Source: an optimization exercise on an open RTL-to-GDS flow (aim: small area, a short achievable clock period and few clock cycles). Production flows keep margins and buffers that such runs may drop. RTL that was checked went through simulation tests only; none was proved equivalent to the original. Power is estimated from default activity; no workload was simulated.

// booth_mul64
module booth_mul64(clk, reset_n, multiplier, multiplicand, op_start, op_clear, op_done, result);
Size in the first run: ~2600 cells after synthesis, roughly 290 flip-flops, roughly 260 I/O pins, roughly 26000 um2 of cells after synthesis.
clock: 7.0 ns
lec_check: 0
cap_margin: 20
core_margin: 2
core_utilization: 40
slew_margin: 20
run.sh (not shown) runs the stock make flow with config.mk's settings and CLKGATE_MAP_FILE= SYNTH_SCRIPT=/design/flow/synth_recipe.tcl, a recipe that flattens the netlist after the stock synthesis.
Testbench counts at the start, summed over its fixed seeds: cycles 6,144.
Next try:
- ABC_CLOCK_PERIOD_IN_PS: default -> 2200
- SETUP_SLACK_MARGIN: default -> 4.6
The changed run produced a clean layout.
Total power increases by roughly a tenth.
Hold slack loses 0.018 ns.
Count of clock-buffer cells in the layout stays the same.
Final area increases by about a fifth.
Register-to-register slack gains 0.62 ns.
Setup slack gains 0.62 ns.

---

run A:
Another version of the RTL of booth_mul64 (not shown whole).
For scale: about 2100 cells after synthesis, roughly 300 flip-flops, about 260 I/O pins, about 23000 µm² of cells after synthesis.
Settings: LEC_CHECK=0, CAP_MARGIN=20, CORE_MARGIN=2, CORE_UTILIZATION=40, SETUP_SLACK_MARGIN=4.0, SLEW_MARGIN=20; clock period 7.0 ns.
standard.sh (not shown) runs the stock make flow with config.mk's settings and CLKGATE_MAP_FILE= SYNTH_SCRIPT=/design/flow/synth_recipe.tcl, a recipe that flattens the netlist after the stock synthesis.
==> flow/flow/run.sh <==
#!/bin/bash
# Layout flow: the standard flow, with the port buffers made of the
# smallest plain buffer instead of the default delay buffer, and a clock tree
# of fewer, smaller buffers without dummy loads.
set -o pipefail
export BUFFER_PORTS_ARGS="-buffer_cell sky130_fd_sc_hd__buf_1"
export CTS_ARGS="-sink_clustering_enable -repair_clock_nets -dont_use_dummy_load -buf_list {sky130_fd_sc_hd__clkbuf_8 sky130_fd_sc_hd__clkbuf_16} -sink_clustering_size 20"
bash standard.sh > standard.log 2>&1
Testbench counts of run A, summed over its fixed seeds: cycles 6,144.
Inputs modified between run A and run B:
==> flow/flow/run.sh <==
#!/bin/bash
# Layout flow: the standard flow, with the port buffers made of the
# smallest plain buffer instead of the default delay buffer, and a clock tree
# of fewer buffers without dummy loads.
set -o pipefail
export BUFFER_PORTS_ARGS="-buffer_cell sky130_fd_sc_hd__buf_1"
export CTS_ARGS="-sink_clustering_enable -repair_clock_nets -dont_use_dummy_load -buf_list sky130_fd_sc_hd__clkbuf_16 -sink_clustering_size 22 -sink_clustering_max_diameter 110"
bash standard.sh > standard.log 2>&1
==> flow/config.mk <==
export PLATFORM = sky130hd
export DESIGN_NAME = booth_mul64
export DESIGN_NICKNAME = booth_mul64
export VERILOG_FILES = /design/flow/design.v
export SDC_FILE = /design/flow/constraint.sdc
export NUM_CORES = 4
export LEC_CHECK = 0
export ABC_AREA = 1
export CAP_MARGIN = 20
export CORE_MARGIN = 2
export CORE_UTILIZATION = 40
export SETUP_SLACK_MARGIN = 3.9
export SLEW_MARGIN = 20
### Flow results
In run B the layout overhead on the synthesized area turned out 4.5 points lower than in run A.
Run B against run A: mean instance size in the synthesized netlist now smaller, cell area shows a reduction of 260 µm².
Cells: run B has more instances than run A
Relative to run B, the following input files were edited for run C:
==> flow/config.mk <==
export PLATFORM = sky130hd
export DESIGN_NAME = booth_mul64
export DESIGN_NICKNAME = booth_mul64
export VERILOG_FILES = /design/flow/design.v
export SDC_FILE = /design/flow/constraint.sdc
export NUM_CORES = 4
export LEC_CHECK = 0
export CAP_MARGIN = 20
export CORE_MARGIN = 2
export CORE_UTILIZATION = 55
export SETUP_SLACK_MARGIN = 4.0
export SLEW_MARGIN = 20
Results
The higher routed length on met1 of run B and run C is in run B.
Re clock power share: run C is 0.5 points down on run B.
Relative to run B, run C improves net switching power.
Post-synthesis cell type count up about 33% in run C wrt run B
Number of CTS-inserted buffers (higher): run B
Diff run B -> run C | synthesized area | down by a few percent
Summary of run C over run B: power now sits higher; final wirelength now sits lower.
The following lists how run D was set up differently from run C:
==> flow/flow/run.sh <==
#!/bin/bash
# Layout flow: the standard flow, with the port buffers made of the
# smallest plain buffer instead of the default delay buffer, and no dummy
# loads in the clock tree.
set -o pipefail
export BUFFER_PORTS_ARGS="-buffer_cell sky130_fd_sc_hd__buf_1"
export CTS_ARGS="-sink_clustering_enable -repair_clock_nets -dont_use_dummy_load"
bash standard.sh > standard.log 2>&1
-- flow/config.mk --
<<< run C, line 8
export CAP_MARGIN = 20
export CORE_MARGIN = 2
export CORE_UTILIZATION = 55
export SETUP_SLACK_MARGIN = 4.0
export SLEW_MARGIN = 20
>>> run D, line 8
export CAP_MARGIN = 20
export CORE_MARGIN = 2
export CORE_UTILIZATION = 40
export SETUP_SLACK_MARGIN = 4.0
export SLEW_MARGIN = 20
==> comparison <==
Against run C, run D reports a final critical-path share of the clock period that is higher. Compared with run C, run D instantiates a larger number of standard cells. The sequential share of layout area reported for run D is smaller than that of run C by 0.79 points. Timing startpoint of the critical path = result[107]: run D; timing startpoint of the critical path = C[19]: run C. Status: weighted congestion reported at the end of routability-driven placement parity (run C, run D). Run C → run D: total instance count after detailed placement climbed 216, number of setup buffers added after CTS went down by 5, least setup slack across all paths after layout shows a reduction of 23 ps, worst hold slack after final layout fell 15 ps, delay of the slowest cell on the worst path climbed 200 ps.

---

v54:
Starting RTL as in the previous note.
==> flow/design.v (excerpt) <==
module booth_mul64(clk, reset_n, multiplier, multiplicand, op_start, op_clear, op_done, result);
  input clk, reset_n;
  input op_start, op_clear;
  input [63:0] multiplier, multiplicand;
  output op_done;
  output [127:0] result;
  reg st_idle, st_busy, st_cpa, st_done;
  reg [2:0] cnt;
  reg [63:0] M;           
  reg [63:0] PL;          
  reg [64:0] S, C;        
  reg [7:0] SL, CL;       
  reg [3:0] bone0, btwo0, bneg0;   
  reg [3:0] bone1, btwo1, bneg1;   
  assign op_done = st_done;
  assign result = {S[63:0], PL};
  wire [64:0] xe  = {M[63], M};
  wire [64:0] x2e = {M, 1'b0};
  wire [64:0] pp0;
  assign pp0[32:0] = (({33{bone0[0]}} & xe[32:0]) | ({33{btwo0[0]}} & x2e[32:0])) ^ {33{bneg0[0]}};
  assign pp0[64:33] = (({32{bone1[0]}} | ~xe[64:33]) & ({32{btwo1[0]}} | ~x2e[64:33])) ^ {32{bneg1[0]}};
  wire [64:0] pp1;
  assign pp1[32:0] = (({33{bone0[1]}} & xe[32:0]) | ({33{btwo0[1]}} & x2e[32:0])) ^ {33{bneg0[1]}};
  assign pp1[64:33] = (({32{bone1[1]}} | ~xe[64:33]) & ({32{btwo1[1]}} | ~x2e[64:33])) ^ {32{bneg1[1]}};
  wire [64:0] pp2;
  assign pp2[32:0] = (({33{bone0[2]}} & xe[32:0]) | ({33{btwo0[2]}} & x2e[32:0])) ^ {33{bneg0[2]}};
  assign pp2[64:33] = (({32{bone1[2]}} | ~xe[64:33]) & ({32{btwo1[2]}} | ~x2e[64:33])) ^ {32{bneg1[2]}};
  wire [64:0] pp3;
  assign pp3[32:0] = (({33{bone0[3]}} & xe[32:0]) | ({33{btwo0[3]}} & x2e[32:0])) ^ {33{bneg0[3]}};
  assign pp3[64:33] = (({32{bone1[3]}} | ~xe[64:33]) & ({32{btwo1[3]}} | ~x2e[64:33])) ^ {32{bneg1[3]}};
  wire c8;
  reg first;
  wire [64:0] Si = S & {65{~first}};
  ...
clock: 7.0 ns
lec_check: 0
abc_area: 1
cap_margin: 20
core_margin: 2
core_utilization: 55
setup_slack_margin: 4.0
slew_margin: 20
==> flow/flow/run.sh <==
#!/bin/bash
# Layout flow: the standard flow, with the port buffers made of the
# smallest plain buffer instead of the default delay buffer, and a clock tree
# of fewer buffers without dummy loads.
set -o pipefail
export BUFFER_PORTS_ARGS="-buffer_cell sky130_fd_sc_hd__buf_1"
export CTS_ARGS="-sink_clustering_enable -repair_clock_nets -dont_use_dummy_load -buf_list sky130_fd_sc_hd__clkbuf_16 -sink_clustering_size 22 -sink_clustering_max_diameter 110"
bash standard.sh > standard.log 2>&1
v54: flow completed, timing, DRC and antenna clean
Testbench counts of v54, summed over its fixed seeds: cycles 6,144.
--- input diff v54..v46 ---
-- flow/config.mk --
<<< v54, line 9
export CAP_MARGIN = 20
export CORE_MARGIN = 2
export CORE_UTILIZATION = 55
export SETUP_SLACK_MARGIN = 4.0
export SLEW_MARGIN = 20
>>> v46, line 9
export CAP_MARGIN = 20
export CORE_MARGIN = 2
export CORE_UTILIZATION = 40
export SETUP_SLACK_MARGIN = 4.2
export SLEW_MARGIN = 20
==> run notes <==
- v46 finished every step from synthesis to the final layout, and the layout passed the timing, design-rule and antenna checks.
- Measured slew at the worst slew-check pin: v54 and v46 compared, higher one is v46
- Compared to v54, the routing of v46 uses more wire.
- For v46, the critical path startpoint was bone0[0]$_DFF_P_, unlike v54, where it was btwo1[1]$_DFF_P_.
- Combinational cell fraction of total power delta (v54 -> v46): insignificant
- Compared with v54, v46 shows cell-internal power that has gone up by a few percent.
- In v46, the average vias per placed instance came out 6.1% below the value in v54.
- v46 against v54: combined global-route utilization of all metal layers -8.5 points, setup slack after layout +0.025 ns, routed wirelength normalized by instance count -about 0.6%, cell area after layout +about 4.7%.
For v11, these inputs were changed with respect to v46:
==> flow/flow/run.sh <==
#!/bin/bash
# Layout flow: the standard flow, with the port buffers made of the
# smallest plain buffer instead of the default delay buffer, and no dummy
# loads in the clock tree.
set -o pipefail
export BUFFER_PORTS_ARGS="-buffer_cell sky130_fd_sc_hd__buf_1"
export CTS_ARGS="-sink_clustering_enable -repair_clock_nets -dont_use_dummy_load"
bash standard.sh > standard.log 2>&1
==> flow/config.mk <==
export PLATFORM = sky130hd
export DESIGN_NAME = booth_mul64
export DESIGN_NICKNAME = booth_mul64
export VERILOG_FILES = /design/flow/design.v
export SDC_FILE = /design/flow/constraint.sdc
export NUM_CORES = 4
export LEC_CHECK = 0
export CAP_MARGIN = 20
export CORE_MARGIN = 2
export CORE_UTILIZATION = 40
export SETUP_SLACK_MARGIN = 3.7
export SLEW_MARGIN = 20
### Flow results
Compared with v46, in v11 power in combinational cells now sits lower; global router's overall resource usage now sits lower; part of the total power dissipated in combinational logic now sits lower. Summary of v11 over v46: worst setup slack fell 0.29 ns, final design instance area without fill shrank by 6.2%, first-pass GRT wire length moved down, vertical die dimension moved down. Number of standard cells in the final layout excluding fillers ends up lower on v11.
Here is what was changed in the inputs of v1 compared with v11.
==> flow/flow/run.sh <==
#!/bin/bash
# Layout flow: the standard flow, with the port buffers made of the
# smallest plain buffer instead of the default delay buffer, and a clock tree
# of fewer buffers without dummy loads.
set -o pipefail
export BUFFER_PORTS_ARGS="-buffer_cell sky130_fd_sc_hd__buf_1"
export CTS_ARGS="-sink_clustering_enable -repair_clock_nets -dont_use_dummy_load -buf_list sky130_fd_sc_hd__clkbuf_16 -sink_clustering_size 22 -sink_clustering_max_diameter 110"
bash standard.sh > standard.log 2>&1
-- flow/config.mk --
<<< v11, line 6
export NUM_CORES = 4
export LEC_CHECK = 0
export CAP_MARGIN = 20
export CORE_MARGIN = 2
export CORE_UTILIZATION = 40
export SETUP_SLACK_MARGIN = 3.7
export SLEW_MARGIN = 20
>>> v1, line 6
export NUM_CORES = 4
export LEC_CHECK = 0
export ABC_AREA = 1
export CAP_MARGIN = 20
export CORE_MARGIN = 2
export CORE_UTILIZATION = 65
export SETUP_SLACK_MARGIN = 4.0
export SLEW_MARGIN = 20
==> comparison <==
- [v1 vs v11] fraction of area in multi-input gates: lower in v1
- v1 against v11; power in sequential cells is down slightly.
- Diff v11 -> v1: count of placed standard cells including taps up 8.0%; detailed-route wire length up 4.7%; share of total power in the clock network down 5.0 points.
- v11 → v1: multi-input combinational gate total now sits higher, minimum hold slack now sits at about the same level, shortest clock period the worst path allows after layout now sits lower, core utilization now sits higher, gate count after technology mapping now sits higher.
Inputs modified between v1 and v49:
==> flow/config.mk <==
export PLATFORM = sky130hd
export DESIGN_NAME = booth_mul64
export DESIGN_NICKNAME = booth_mul64
export VERILOG_FILES = /design/flow/design.v
export SDC_FILE = /design/flow/constraint.sdc
export NUM_CORES = 4
export LEC_CHECK = 0
export CAP_MARGIN = 20
export CORE_MARGIN = 2
export CORE_UTILIZATION = 40
export SETUP_SLACK_MARGIN = 4.2
export SLEW_MARGIN = 20
Findings:
- Against v1, total power per unit cell area in v49 fell slightly.
- In the final reports, the cell area of v49 is larger than that of v1.
- Lower count of buffers not belonging to the clock network in the layout goes to v1 over v49.
- Timing startpoint of the critical path = C[46]$_DFF_P_: v49; timing startpoint of the critical path = bone0[0]$_DFF_P_: v1
- Between v49 and v1, the post-cts gate resize count is lower for v1.
The inputs of v45 differ from those of v49 as listed below.
==> flow/flow/run.sh <==
#!/bin/bash
# Layout flow: the standard flow, with the port buffers made of the
# smallest plain buffer instead of the default delay buffer, a clock tree of
# fewer buffers without dummy loads, and no four-high transistor stacks
# (slow under load) among the cells the mapper and resizer may pick.
set -o pipefail
export BUFFER_PORTS_ARGS="-buffer_cell sky130_fd_sc_hd__buf_1"
export CTS_ARGS="-sink_clustering_enable -repair_clock_nets -dont_use_dummy_load -buf_list sky130_fd_sc_hd__clkbuf_16 -sink_clustering_size 22 -sink_clustering_max_diameter 110"
export DONT_USE_CELLS="sky130_fd_sc_hd__a2111o_1 sky130_fd_sc_hd__a2111o_2 sky130_fd_sc_hd__a2111o_4 sky130_fd_sc_hd__a2111oi_0 sky130_fd_sc_hd__a2111oi_1 sky130_fd_sc_hd__a2111oi_2 sky130_fd_sc_hd__a2111oi_4 sky130_fd_sc_hd__a41o_1 sky130_fd_sc_hd__a41o_2 sky130_fd_sc_hd__a41o_4 sky130_fd_sc_hd__a41oi_1 sky130_fd_sc_hd__a41oi_2 sky130_fd_sc_hd__a41oi_4 sky130_fd_sc_hd__nor4_1 sky130_fd_sc_hd__nor4_2 sky130_fd_sc_hd__nor4_4 sky130_fd_sc_hd__nor4b_1 sky130_fd_sc_hd__nor4b_2 sky130_fd_sc_hd__nor4b_4 sky130_fd_sc_hd__nor4bb_1 sky130_fd_sc_hd__nor4bb_2 sky130_fd_sc_hd__nor4bb_4 sky130_fd_sc_hd__o2111a_1 sky130_fd_sc_hd__o2111a_2 sky130_fd_sc_hd__o2111a_4 sky130_fd_sc_hd__o2111ai_1 sky130_fd_sc_hd__o2111ai_2 sky130_fd_sc_hd__o2111ai_4 sky130_fd_sc_hd__o41a_1 sky130_fd_sc_hd__o41a_2 sky130_fd_sc_hd__o41a_4 sky130_fd_sc_hd__o41ai_1 sky130_fd_sc_hd__o41ai_2 sky130_fd_sc_hd__o41ai_4 sky130_fd_sc_hd__or4_1 sky130_fd_sc_hd__or4_2 sky130_fd_sc_hd__or4_4 sky130_fd_sc_hd__or4b_1 sky130_fd_sc_hd__or4b_2 sky130_fd_sc_hd__or4b_4 sky130_fd_sc_hd__or4bb_1 sky130_fd_sc_hd__or4bb_2 sky130_fd_sc_hd__or4bb_4 "
bash standard.sh > standard.log 2>&1
-- flow/config.mk --
<<< v49, line 9
export CORE_MARGIN = 2
export CORE_UTILIZATION = 40
export SETUP_SLACK_MARGIN = 4.2
export SLEW_MARGIN = 20
>>> v45, line 9
export CORE_MARGIN = 2
export CORE_UTILIZATION = 40
export SETUP_SLACK_MARGIN = 4.0
export SLEW_MARGIN = 20
## What came out
In the flow results for v49 and v45, the setup clock skew after layout is smaller on v45.
Comparing v45 with v49, the maximum clock rate came out essentially unchanged.
In the tables for v49 and v45, combinational gate power reads lower with v45.
For routed wire length, dividing the value from v49 by the value from v45 gives 1.11.

---

## run 4
booth_mul64, a different RTL version from the one above (not shown whole).
For scale: roughly 2,800 cells after synthesis, ~300 flip-flops, ~260 I/O pins.
clock: 7.0 ns
lec_check: 0
abc_area: 1
cap_margin: 20
core_margin: 2
core_utilization: 55
setup_slack_margin: 4.1
slew_margin: 20
==> flow/flow/run.sh <==
#!/bin/bash
# Layout flow: the standard flow, with the port buffers made of the
# smallest plain buffer instead of the default delay buffer, and a clock tree
# of fewer buffers without dummy loads.
set -o pipefail
export BUFFER_PORTS_ARGS="-buffer_cell sky130_fd_sc_hd__buf_1"
export CTS_ARGS="-sink_clustering_enable -repair_clock_nets -dont_use_dummy_load -buf_list sky130_fd_sc_hd__clkbuf_16 -sink_clustering_size 22 -sink_clustering_max_diameter 110"
bash standard.sh > standard.log 2>&1
What run 1 does differently from run 4 at the input level:
Settings: SETUP_SLACK_MARGIN changed from 4.1 to 4.0.
Findings:
Between run 4 and run 1, synthesis-to-layout area growth decreased.
Against run 4, worst setup slack in run 1 came out worse.
Routed wire length essentially unchanged between run 1 and run 4.
Number of antenna diodes came out exactly the same in run 4 and run 1.
In run 1, the total buffers and inverters traversed by the critical path came out 3 below the value in run 4.
No run of this note included a check of the RTL's function; only the layout flow was run.

[what the ideal ports hide]
The flow's constraints put no driver on any port. The routed layouts listed below were extracted and timed again, unchanged, in two steps.
Step 1 sets driving cells, clkbuf_16 on the clock port and buf_2 on the other inputs (assumed; they add their load-dependent delay and slew).
Step 2 also shifts input and output timing later by t, the mid clock arrival at the registers, as if the neighbouring blocks saw the same clock.
Slacks: ideal / step 1 / step 2; pairs: ideal / step 1.
run | shift t [ns] | setup slack, ns | latest minus earliest clock arrival (ns) | worst data-port slew with drivers (ns)
the first run of note 1 | 0.633 | 1.894 / 1.894 / 1.894 | 0.045 / 0.045 | 0.07
the second run of note 1 | 0.623 | 2.518 / 2.518 / 2.518 | 0.031 / 0.031 | 0.10
run A | 0.606 | 3.991 / 3.991 / 3.788 | 0.048 / 0.048 | 0.06
run B | 0.596 | 3.982 / 3.982 / 3.982 | 0.050 / 0.050 | 0.05
run C | 0.587 | 4.014 / 4.014 / 4.014 | 0.044 / 0.044 | 0.05
run D | 0.606 | 3.991 / 3.991 / 3.788 | 0.048 / 0.048 | 0.06
v54 | 0.593 | 4.068 / 4.068 / 4.068 | 0.041 / 0.041 | 0.04
v46 | 0.595 | 4.093 / 4.093 / 4.093 | 0.045 / 0.045 | 0.05
v11 | 0.603 | 3.799 / 3.799 / 3.799 | 0.022 / 0.022 | 0.06
v1 | 0.584 | 4.044 / 4.044 / 4.044 | 0.055 / 0.054 | 0.05
v49 | 0.595 | 3.961 / 3.961 / 3.923 | 0.060 / 0.060 | 0.06
v45 | 0.583 | 3.964 / 3.964 / 3.838 | 0.040 / 0.041 | 0.06
run 4 | 0.593 | 4.042 / 4.042 / 4.042 | 0.041 / 0.042 | 0.08
run 1 | 0.589 | 4.030 / 4.030 / 4.030 | 0.030 / 0.030 | 0.08
After both steps every run listed still meets setup and hold.
